What follows belongs to an exercise in optimizing a design on an open flow for small area; a production flow would make more cautious choices.
In this exercise RTL edits were held to simulation tests only and were not proved equivalent to the original.
Power figures rest on the tool's default switching activity, not on a simulated workload.

== 05-04 ==
==> flow/design.v <==
module sd_card_top
#(
	parameter  SPI_LOW_SPEED_DIV = 248,
	parameter  SPI_HIGH_SPEED_DIV = 0
)
(
	input            clk,
	input            rst,
	output           SD_nCS,
	output           SD_DCLK,
	output           SD_MOSI,
	input            SD_MISO,
	output reg       sd_init_done,
	input            sd_sec_read,
	input[31:0]      sd_sec_read_addr,
	output reg[7:0]  sd_sec_read_data,
	output reg       sd_sec_read_data_valid,
	output           sd_sec_read_end,
	input            sd_sec_write,
	input[31:0]      sd_sec_write_addr,
	input[7:0]       sd_sec_write_data,
	output           sd_sec_write_data_req,
	output           sd_sec_write_end
);
localparam [3:0] S_CMD0 = 4'b0000, S_CMD8 = 4'b0001, S_CMD55 = 4'b0010, S_CMD41 = 4'b0011,
	S_CMD16 = 4'b0100, S_CMD17 = 4'b0110, S_CMD24 = 4'b0111,
	S_IDLE = 4'b1000, S_WRW = 4'b1001, S_REND = 4'b1010, S_WEND = 4'b1011,
	S_READ = 4'b1100, S_WRITE = 4'b1101;
localparam [4:0] C_IDLE = 5'b00000, C_WAIT = 5'b00001, C_ERR = 5'b00010, C_ENDE = 5'b00011,
	C_END = 5'b00100, C_RACK = 5'b00110, C_WACK = 5'b00111,
	C_PRE = 5'b01000, C_RWAIT = 5'b01001, C_WTOK = 5'b01010, C_WSUC = 5'b01100, C_WBUSY = 5'b01101,
	C_WD0 = 5'b10100,
	C_INIT = 5'b11000, C_CMD = 5'b11001, C_CDATA = 5'b11010, C_READ = 5'b11011,
	C_WD1 = 5'b11100, C_WCRC = 5'b11101;
reg  [3:0]  ss;
reg  [4:0]  cs;
reg         req;         
reg         wr_req;      
reg  [31:0] addr;        
reg  [15:0] bc;          
reg         ncs;
localparam [4:0] H_LAST = 5'd16, H_AW = 5'd18, H_IDLE = 5'd20, H_RST = 5'd21;
reg  [4:0] h;
reg        ccf;          
reg  [7:0] rx;           
reg        mosi_q;       
wire edge_c = sd_init_done ? ccf : (addr[7:0] == 8'hec);
wire active = ~h[4] | (h == H_LAST);
wire ack    = (h == H_LAST) & edge_c;
reg  [2:0] idx;
always @(*)
	case (h[3:0])
		4'd0, 4'd1, 4'd2: idx = 3'd7;
		4'd3, 4'd4:       idx = 3'd6;
		4'd5, 4'd6:       idx = 3'd5;
		4'd7, 4'd8:       idx = 3'd4;
		4'd9, 4'd10:      idx = 3'd3;
		4'd11, 4'd12:     idx = 3'd2;
		4'd13, 4'd14:     idx = 3'd1;
		default:          idx = 3'd0;
	endcase
wire [7:0] tbyte;
assign SD_MOSI = h[4] ? mosi_q : tbyte[idx];
assign SD_DCLK = ~h[0];
always @(posedge clk or posedge rst)
	if (rst) begin
		h <= H_RST;
		mosi_q <= 1'b0;
	end else begin
		mosi_q <= SD_MOSI;
		if (h == H_RST || h == H_AW)
			h <= H_IDLE;
		else if (h == H_IDLE) begin
			if (cs[3] & wr_req) h <= 5'd0;
		end else if (edge_c)
			h <= (h == H_LAST) ? H_AW : h + 5'd1;
	end
always @(posedge clk) begin
	ccf <= active & ~ccf;
	if (~h[4] & edge_c & h[0]) rx <= {rx[6:0], SD_MISO};
end
wire bc_511  = bc[3] & bc[4] & ~bc[5] & ~bc[9] & bc[12] & bc[14];     
wire bc_512  = bc[0] & bc[4] & ~bc[6] & ~bc[10] & ~bc[11] & bc[13];  
wire bc_513  = bc[1] & bc[5] & ~bc[7] & ~bc[11] & ~bc[12] & bc[14];   
wire bc_last = (bc == 16'h8000);
wire bc_lo   = (bc[15:5] == 11'd0);
assign SD_nCS = ncs;
assign sd_sec_read_end = (ss == S_REND);
assign sd_sec_write_end = (ss == S_WEND);
assign sd_sec_write_data_req = (cs == C_WD0);
wire r1 = (ss == S_CMD0) | (ss == S_CMD8) | (ss == S_CMD55);
wire r1_ok = (rx[7:1] == 7'd0) & (rx[0] == r1);
wire cs_ackst = ~cs[4] & ~cs[3] & cs[2];    
always @(posedge clk)
	req <= (~ss[3] | ss[2]) & ~cs_ackst;
always @(posedge clk or posedge rst)
	if (rst) begin
		ss <= S_IDLE;
		sd_init_done <= 1'b0;
	end else begin
		if (ss == S_CMD41 && cs == C_END) sd_init_done <= 1'b1;
		case (ss)
			S_IDLE:  ss <= S_CMD0;
			S_CMD0:  if (cs == C_END) ss <= S_CMD8;
			S_CMD8:  if (cs == C_END) ss <= S_CMD55;
			S_CMD55: if (cs == C_END) ss <= S_CMD41;
			S_CMD41: if (cs == C_END) ss <= S_CMD16; else if (cs == C_ENDE) ss <= S_CMD55;
			S_CMD16: if (cs == C_END) ss <= S_WRW;   else if (cs == C_ENDE) ss <= S_CMD55;
			S_WRW:   if (sd_sec_write) ss <= S_CMD24; else if (sd_sec_read) ss <= S_CMD17;
			S_CMD24: if (cs == C_END) ss <= S_WRITE;
			S_CMD17: if (cs == C_END) ss <= S_READ;
			S_WRITE: if (cs == C_WACK) ss <= S_WEND;
			S_READ:  if (cs == C_RACK) ss <= S_REND;
			default: ss <= S_WRW;
		endcase
	end
wire a_w = (ss == S_WRW) & sd_sec_write;
wire a_r = (ss == S_WRW) & ~sd_sec_write;
wire a_d = (cs == C_WD1) & ~wr_req;
wire a_h = (ss != S_WRW);
wire a_c = ~sd_init_done & active & ~edge_c;
always @(posedge clk) begin
	addr[31:8] <= ({24{a_w}} & sd_sec_write_addr[31:8]) | ({24{a_r}} & sd_sec_read_addr[31:8]) |
	              ({24{a_h}} & addr[31:8]);
	if (sd_init_done)
		addr[7:0] <= ({8{a_w}} & sd_sec_write_addr[7:0]) | ({8{a_r}} & sd_sec_read_addr[7:0]) |
		             ({8{a_d}} & sd_sec_write_data) | ({8{a_h & ~a_d}} & addr[7:0]);
	else
		addr[7:0] <= {8{a_c}} & {addr[6:0], ~(addr[7] ^ addr[5] ^ addr[4] ^ addr[3])};
end
wire rw  = (cs == C_CMD) & (ss[2:1] == 2'b11);
wire ab1 = rw & bc_lo & (bc[4:0] == 5'h01);
wire ab2 = rw & bc_lo & (bc[4:0] == 5'h02);
wire ab3 = rw & bc_lo & (bc[4:0] == 5'h04);
wire ab4 = (rw & bc_lo & (bc[4:0] == 5'h08)) | (cs == C_WD1);
reg [7:0] cconst;
always @(*) begin
	cconst = 8'hff;
	if (cs == C_WTOK)
		cconst = 8'hfe;
	else if (cs == C_WD1)
		cconst = 8'h00;
	else if (cs == C_CMD && bc_lo)
		case (bc[4:0])
			5'h00: case (ss)
				S_CMD0:  cconst = 8'h40;
				S_CMD8:  cconst = 8'h48;
				S_CMD55: cconst = 8'h77;
				S_CMD41: cconst = 8'h69;
				S_CMD16: cconst = 8'h50;
				S_CMD17: cconst = 8'h51;
				default: cconst = 8'h58;
			endcase
			5'h01: cconst = (ss == S_CMD41) ? 8'h40 : 8'h00;
			5'h02: cconst = 8'h00;
			5'h04: cconst = (ss == S_CMD8) ? 8'h01 : (ss == S_CMD16) ? 8'h02 : 8'h00;
			5'h08: cconst = (ss == S_CMD8) ? 8'haa : 8'h00;
			5'h10: cconst = (ss == S_CMD0) ? 8'h95 : (ss == S_CMD8) ? 8'h87 : 8'hff;
			default: cconst = 8'hff;
		endcase
end
assign tbyte = cconst | ({8{ab1}} & addr[31:24]) | ({8{ab2}} & addr[23:16]) |
               ({8{ab3}} & addr[15:8]) | ({8{ab4}} & addr[7:0]);
reg [4:0] cn;
always @(*) begin
	cn = cs;
	case (cs)
		C_IDLE:  cn = C_INIT;
		C_INIT:  if (ack & bc[9]) cn = C_WAIT;
		C_WAIT:  if (req) cn = (ss == S_READ) ? C_RWAIT : (ss == S_WRITE) ? C_WTOK : C_PRE;
		C_PRE:   if (ack) cn = C_CMD;
		C_CMD:   if (ack) begin
				if (bc_last | (~r1_ok & ~rx[7])) cn = C_ERR;
				else if (r1_ok) cn = (ss == S_CMD8) ? C_CDATA : C_END;
			end
		C_CDATA: if (ack & bc[2]) cn = C_END;
		C_RWAIT: if (ack & (rx == 8'hfe)) cn = C_READ;
		C_READ:  if (ack & bc_513) cn = C_RACK;
		C_WTOK:  if (ack) cn = C_WD0;
		C_WD0:   cn = C_WD1;
		C_WD1:   if (ack) cn = bc_511 ? C_WCRC : C_WD0;
		C_WCRC:  if (ack & bc[0]) cn = C_WSUC;
		C_WSUC:  if (ack & (rx[4:0] == 5'b00101)) cn = C_WBUSY;
		C_WBUSY: if (ack & (&rx)) cn = C_WACK;
		C_ERR:   cn = C_ENDE;
		default: cn = C_WAIT;
	endcase
end
always @(posedge clk or posedge rst)
	if (rst) begin
		cs <= C_IDLE;
		wr_req <= 1'b0;
		ncs <= 1'b1;
		sd_sec_read_data_valid <= 1'b0;
		sd_sec_read_data <= 8'd0;
	end else begin
		cs <= cn;
		wr_req <= cs[3];
		if (cs == C_PRE) ncs <= 1'b1;
		else if (cs == C_CMD) ncs <= 1'b0;
		sd_sec_read_data_valid <= (cs == C_READ) & ~bc_512 & ~bc_513 & ack;
		if (cs == C_READ && ack) sd_sec_read_data <= rx;
	end
wire bc_clr = ~cs[4] |
              ((cs == C_CMD) & ack & r1_ok & (ss == S_CMD8)) |
              ((cs == C_WD1) & ack & bc_511);
always @(posedge clk)
	if (bc_clr) bc <= 16'd0;
	else if (ack) bc <= {bc[14:0], bc[15] ^ bc[13] ^ bc[12] ^ bc[10] ^ (bc[14:0] == 15'd0)};
endmodule
export LEC_CHECK = 0
export CAP_MARGIN = 0
export CORE_MARGIN = 2
export CORE_UTILIZATION = 60
export GPL_TIMING_DRIVEN = 0
export SLEW_MARGIN = 0
create_clock -name core_clock -period 5.0 [get_ports {clk}]
standard.sh (not shown) runs the stock make flow with config.mk's settings and CLKGATE_MAP_FILE= SYNTH_SCRIPT=/design/flow/synth_recipe.tcl, a recipe that flattens the netlist after the stock synthesis.
==> flow/flow/run.sh <==
#!/bin/bash
# Own layout flow: the standard layout (standard.sh, all ORFS steps) with these changes:
#  1. synthesis maps logic with an area-oriented ABC script (flow/area.abc) instead of
#     ORFS's speed script; everything else in synthesis (registers included) is unchanged;
#  2. clock tree synthesis uses clkbuf_8 buffers and inserts no dummy loads (CTS_ARGS);
#  3. every input and output port still gets its own buffer, but a buf_1 (BUFFER_PORTS_ARGS).
# Each tool's output is in the ORFS logs under orfs/logs/; make's own output is in flow_make.log.
set -euo pipefail
W=$(pwd)
F="$W/flow"
cat > "$W/own_synth.tcl" <<EOT
# The standard flow's synthesis (synth_recipe.tcl), with abc's -script and -D replaced by flow/area.abc
proc abc {args} {
  set out {}
  set skip 0
  foreach a \$args {
    if {\$skip} { set skip 0; continue }
    if {\$a eq "-script" || \$a eq "-D"} { set skip 1; continue }
    lappend out \$a
  }
  yosys abc -script $F/area.abc {*}\$out
}
source $W/synth_recipe.tcl
EOT
sed "s#SYNTH_SCRIPT=[^ ]*synth_recipe.tcl#SYNTH_SCRIPT=$W/own_synth.tcl#" "$W/standard.sh" > "$W/own_standard.sh"
grep -q "SYNTH_SCRIPT=$W/own_synth.tcl" "$W/own_standard.sh"
export BUFFER_PORTS_ARGS="-inputs -outputs -buffer_cell sky130_fd_sc_hd__buf_1"
export CTS_ARGS="-sink_clustering_enable -repair_clock_nets -dont_use_dummy_load -buf_list sky130_fd_sc_hd__clkbuf_8 -root_buf sky130_fd_sc_hd__clkbuf_8"
bash "$W/own_standard.sh" > "$W/flow_make.log" 2>&1
==> flow/flow/area.abc <==
strash
dc2
&get -n
&deepsyn -T 30
&nf -a -R 1000
&put
mfs3 -ae
topo
> inputs changed (05-04 -> 12-28)
--- a/flow/design.v
+++ b/flow/design.v
@@ -28,5 +28,5 @@
 	S_READ = 4'b1100, S_WRITE = 4'b1101;
 localparam [4:0] C_IDLE = 5'b00000, C_WAIT = 5'b00001, C_ERR = 5'b00010, C_ENDE = 5'b00011,
-	C_END = 5'b00100, C_RACK = 5'b00110, C_WACK = 5'b00111,
+	C_END = 5'b00100,
 	C_PRE = 5'b01000, C_RWAIT = 5'b01001, C_WTOK = 5'b01010, C_WSUC = 5'b01100, C_WBUSY = 5'b01101,
 	C_WD0 = 5'b10100,
@@ -63,17 +63,19 @@
 assign SD_MOSI = h[4] ? mosi_q : tbyte[idx];
 assign SD_DCLK = ~h[0];
+wire [4:0] h_n = (h[4] & h[0]) | (h == H_AW) ? H_IDLE :
+                 (h == H_IDLE) ? ((cs[3] & wr_req) ? 5'd0 : H_IDLE) :
+                 edge_c ? ((h == H_LAST) ? H_AW : h + 5'd1) : h;
 always @(posedge clk or posedge rst)
 	if (rst) begin
-		h <= H_RST;
+		h[4] <= 1'b1;
+		h[0] <= 1'b1;
 		mosi_q <= 1'b0;
 	end else begin
+		h[4] <= h_n[4];
+		h[0] <= h_n[0];
 		mosi_q <= SD_MOSI;
-		if (h == H_RST || h == H_AW)
-			h <= H_IDLE;
-		else if (h == H_IDLE) begin
-			if (cs[3] & wr_req) h <= 5'd0;
-		end else if (edge_c)
-			h <= (h == H_LAST) ? H_AW : h + 5'd1;
 	end
+always @(posedge clk)
+	h[3:1] <= h_n[3:1];
 always @(posedge clk) begin
 	ccf <= active & ~ccf;
@@ -99,17 +101,17 @@
 		sd_init_done <= 1'b0;
 	end else begin
-		if (ss == S_CMD41 && cs == C_END) sd_init_done <= 1'b1;
+		if (ss == S_CMD41 && cs_ackst) sd_init_done <= 1'b1;
 		case (ss)
 			S_IDLE:  ss <= S_CMD0;
-			S_CMD0:  if (cs == C_END) ss <= S_CMD8;
-			S_CMD8:  if (cs == C_END) ss <= S_CMD55;
-			S_CMD55: if (cs == C_END) ss <= S_CMD41;
-			S_CMD41: if (cs == C_END) ss <= S_CMD16; else if (cs == C_ENDE) ss <= S_CMD55;
-			S_CMD16: if (cs == C_END) ss <= S_WRW;   else if (cs == C_ENDE) ss <= S_CMD55;
+			S_CMD0:  if (cs_ackst) ss <= S_CMD8;
+			S_CMD8:  if (cs_ackst) ss <= S_CMD55;
+			S_CMD55: if (cs_ackst) ss <= S_CMD41;
+			S_CMD41: if (cs_ackst) ss <= S_CMD16; else if (cs == C_ENDE) ss <= S_CMD55;
+			S_CMD16: if (cs_ackst) ss <= S_WRW;   else if (cs == C_ENDE) ss <= S_CMD55;
 			S_WRW:   if (sd_sec_write) ss <= S_CMD24; else if (sd_sec_read) ss <= S_CMD17;
-			S_CMD24: if (cs == C_END) ss <= S_WRITE;
-			S_CMD17: if (cs == C_END) ss <= S_READ;
-			S_WRITE: if (cs == C_WACK) ss <= S_WEND;
-			S_READ:  if (cs == C_RACK) ss <= S_REND;
+			S_CMD24: if (cs_ackst) ss <= S_WRITE;
+			S_CMD17: if (cs_ackst) ss <= S_READ;
+			S_WRITE: if (cs_ackst) ss <= S_WEND;
+			S_READ:  if (cs_ackst) ss <= S_REND;
 			default: ss <= S_WRW;
 		endcase
@@ -176,5 +178,5 @@
 		C_CDATA: if (ack & bc[2]) cn = C_END;
 		C_RWAIT: if (ack & (rx == 8'hfe)) cn = C_READ;
-		C_READ:  if (ack & bc_513) cn = C_RACK;
+		C_READ:  if (ack & bc_513) cn = C_END;
 		C_WTOK:  if (ack) cn = C_WD0;
 		C_WD0:   cn = C_WD1;
@@ -182,5 +184,5 @@
 		C_WCRC:  if (ack & bc[0]) cn = C_WSUC;
 		C_WSUC:  if (ack & (rx[4:0] == 5'b00101)) cn = C_WBUSY;
-		C_WBUSY: if (ack & (&rx)) cn = C_WACK;
+		C_WBUSY: if (ack & (&rx)) cn = C_END;
 		C_ERR:   cn = C_ENDE;
 		default: cn = C_WAIT;
@@ -190,5 +192,4 @@
 	if (rst) begin
 		cs <= C_IDLE;
-		wr_req <= 1'b0;
 		ncs <= 1'b1;
 		sd_sec_read_data_valid <= 1'b0;
@@ -196,5 +197,4 @@
 	end else begin
 		cs <= cn;
-		wr_req <= cs[3];
 		if (cs == C_PRE) ncs <= 1'b1;
 		else if (cs == C_CMD) ncs <= 1'b0;
@@ -206,4 +206,6 @@
               ((cs == C_WD1) & ack & bc_511);
 always @(posedge clk)
+	wr_req <= cs[3];
+always @(posedge clk)
 	if (bc_clr) bc <= 16'd0;
 	else if (ack) bc <= {bc[14:0], bc[15] ^ bc[13] ^ bc[12] ^ bc[10] ^ (bc[14:0] == 15'd0)};
Findings:
12-28: no failed stages, no open violations at the end. Sort 05-04 and 12-28 by final worst-path cycle share, ascending, and 05-04 comes first. Register share of total power ended up 5.7 points lower on 12-28 than on 05-04. The run showing the smaller wire length per cell after detailed routing is 12-28. Relative to 05-04, the synthesized area measured on 12-28 has decreased by a few percent. Going from 05-04 to 12-28, clock network fraction of design power shrinks by 6.7 points. 12-28 vs. 05-04: number of non-filler instances in the completed layout up 6, global-route usage over all layers stayed essentially flat, total number of vias lower. Global-route wire length before repair delta for 12-28 relative to 05-04: 2.9% lower. Changes observed in 12-28 relative to 05-04: count of routing violations after the opening detailed-route iteration went down 2; worst setup margin now smaller; buffer and inverter count on the worst path rose 1. Going from 05-04 to 12-28, power grew by more than 10%.

## what the ideal ports hide
In the flow no input, the clock included, has a driving cell. The finished layouts below were timed again as built, in two steps. Step 1, drivers: a clkbuf_16 drives clk and a buf_2 each remaining input, both assumed. Step 2 times the ports against the registers' clock, not the clock port: input delays grow and output delays shrink by t, the midpoint of the rising clock arrivals with the driver on. a / b / c = ideal / step 1 / step 2; a / b = the first two.
run	t, ns	setup slack, ns	hold WS [ns]	slew at the worst register clock pin (ns)	pins driven straight from the clock port
05-04	0.363	0.263 / 0.235 / 0.598	0.417 / 0.417 / 0.417	0.08 / 0.08	1
12-28	0.368	0.245 / 0.214 / 0.583	0.414 / 0.414 / 0.414	0.09 / 0.09	1
After both steps setup and hold are still met in every run listed.
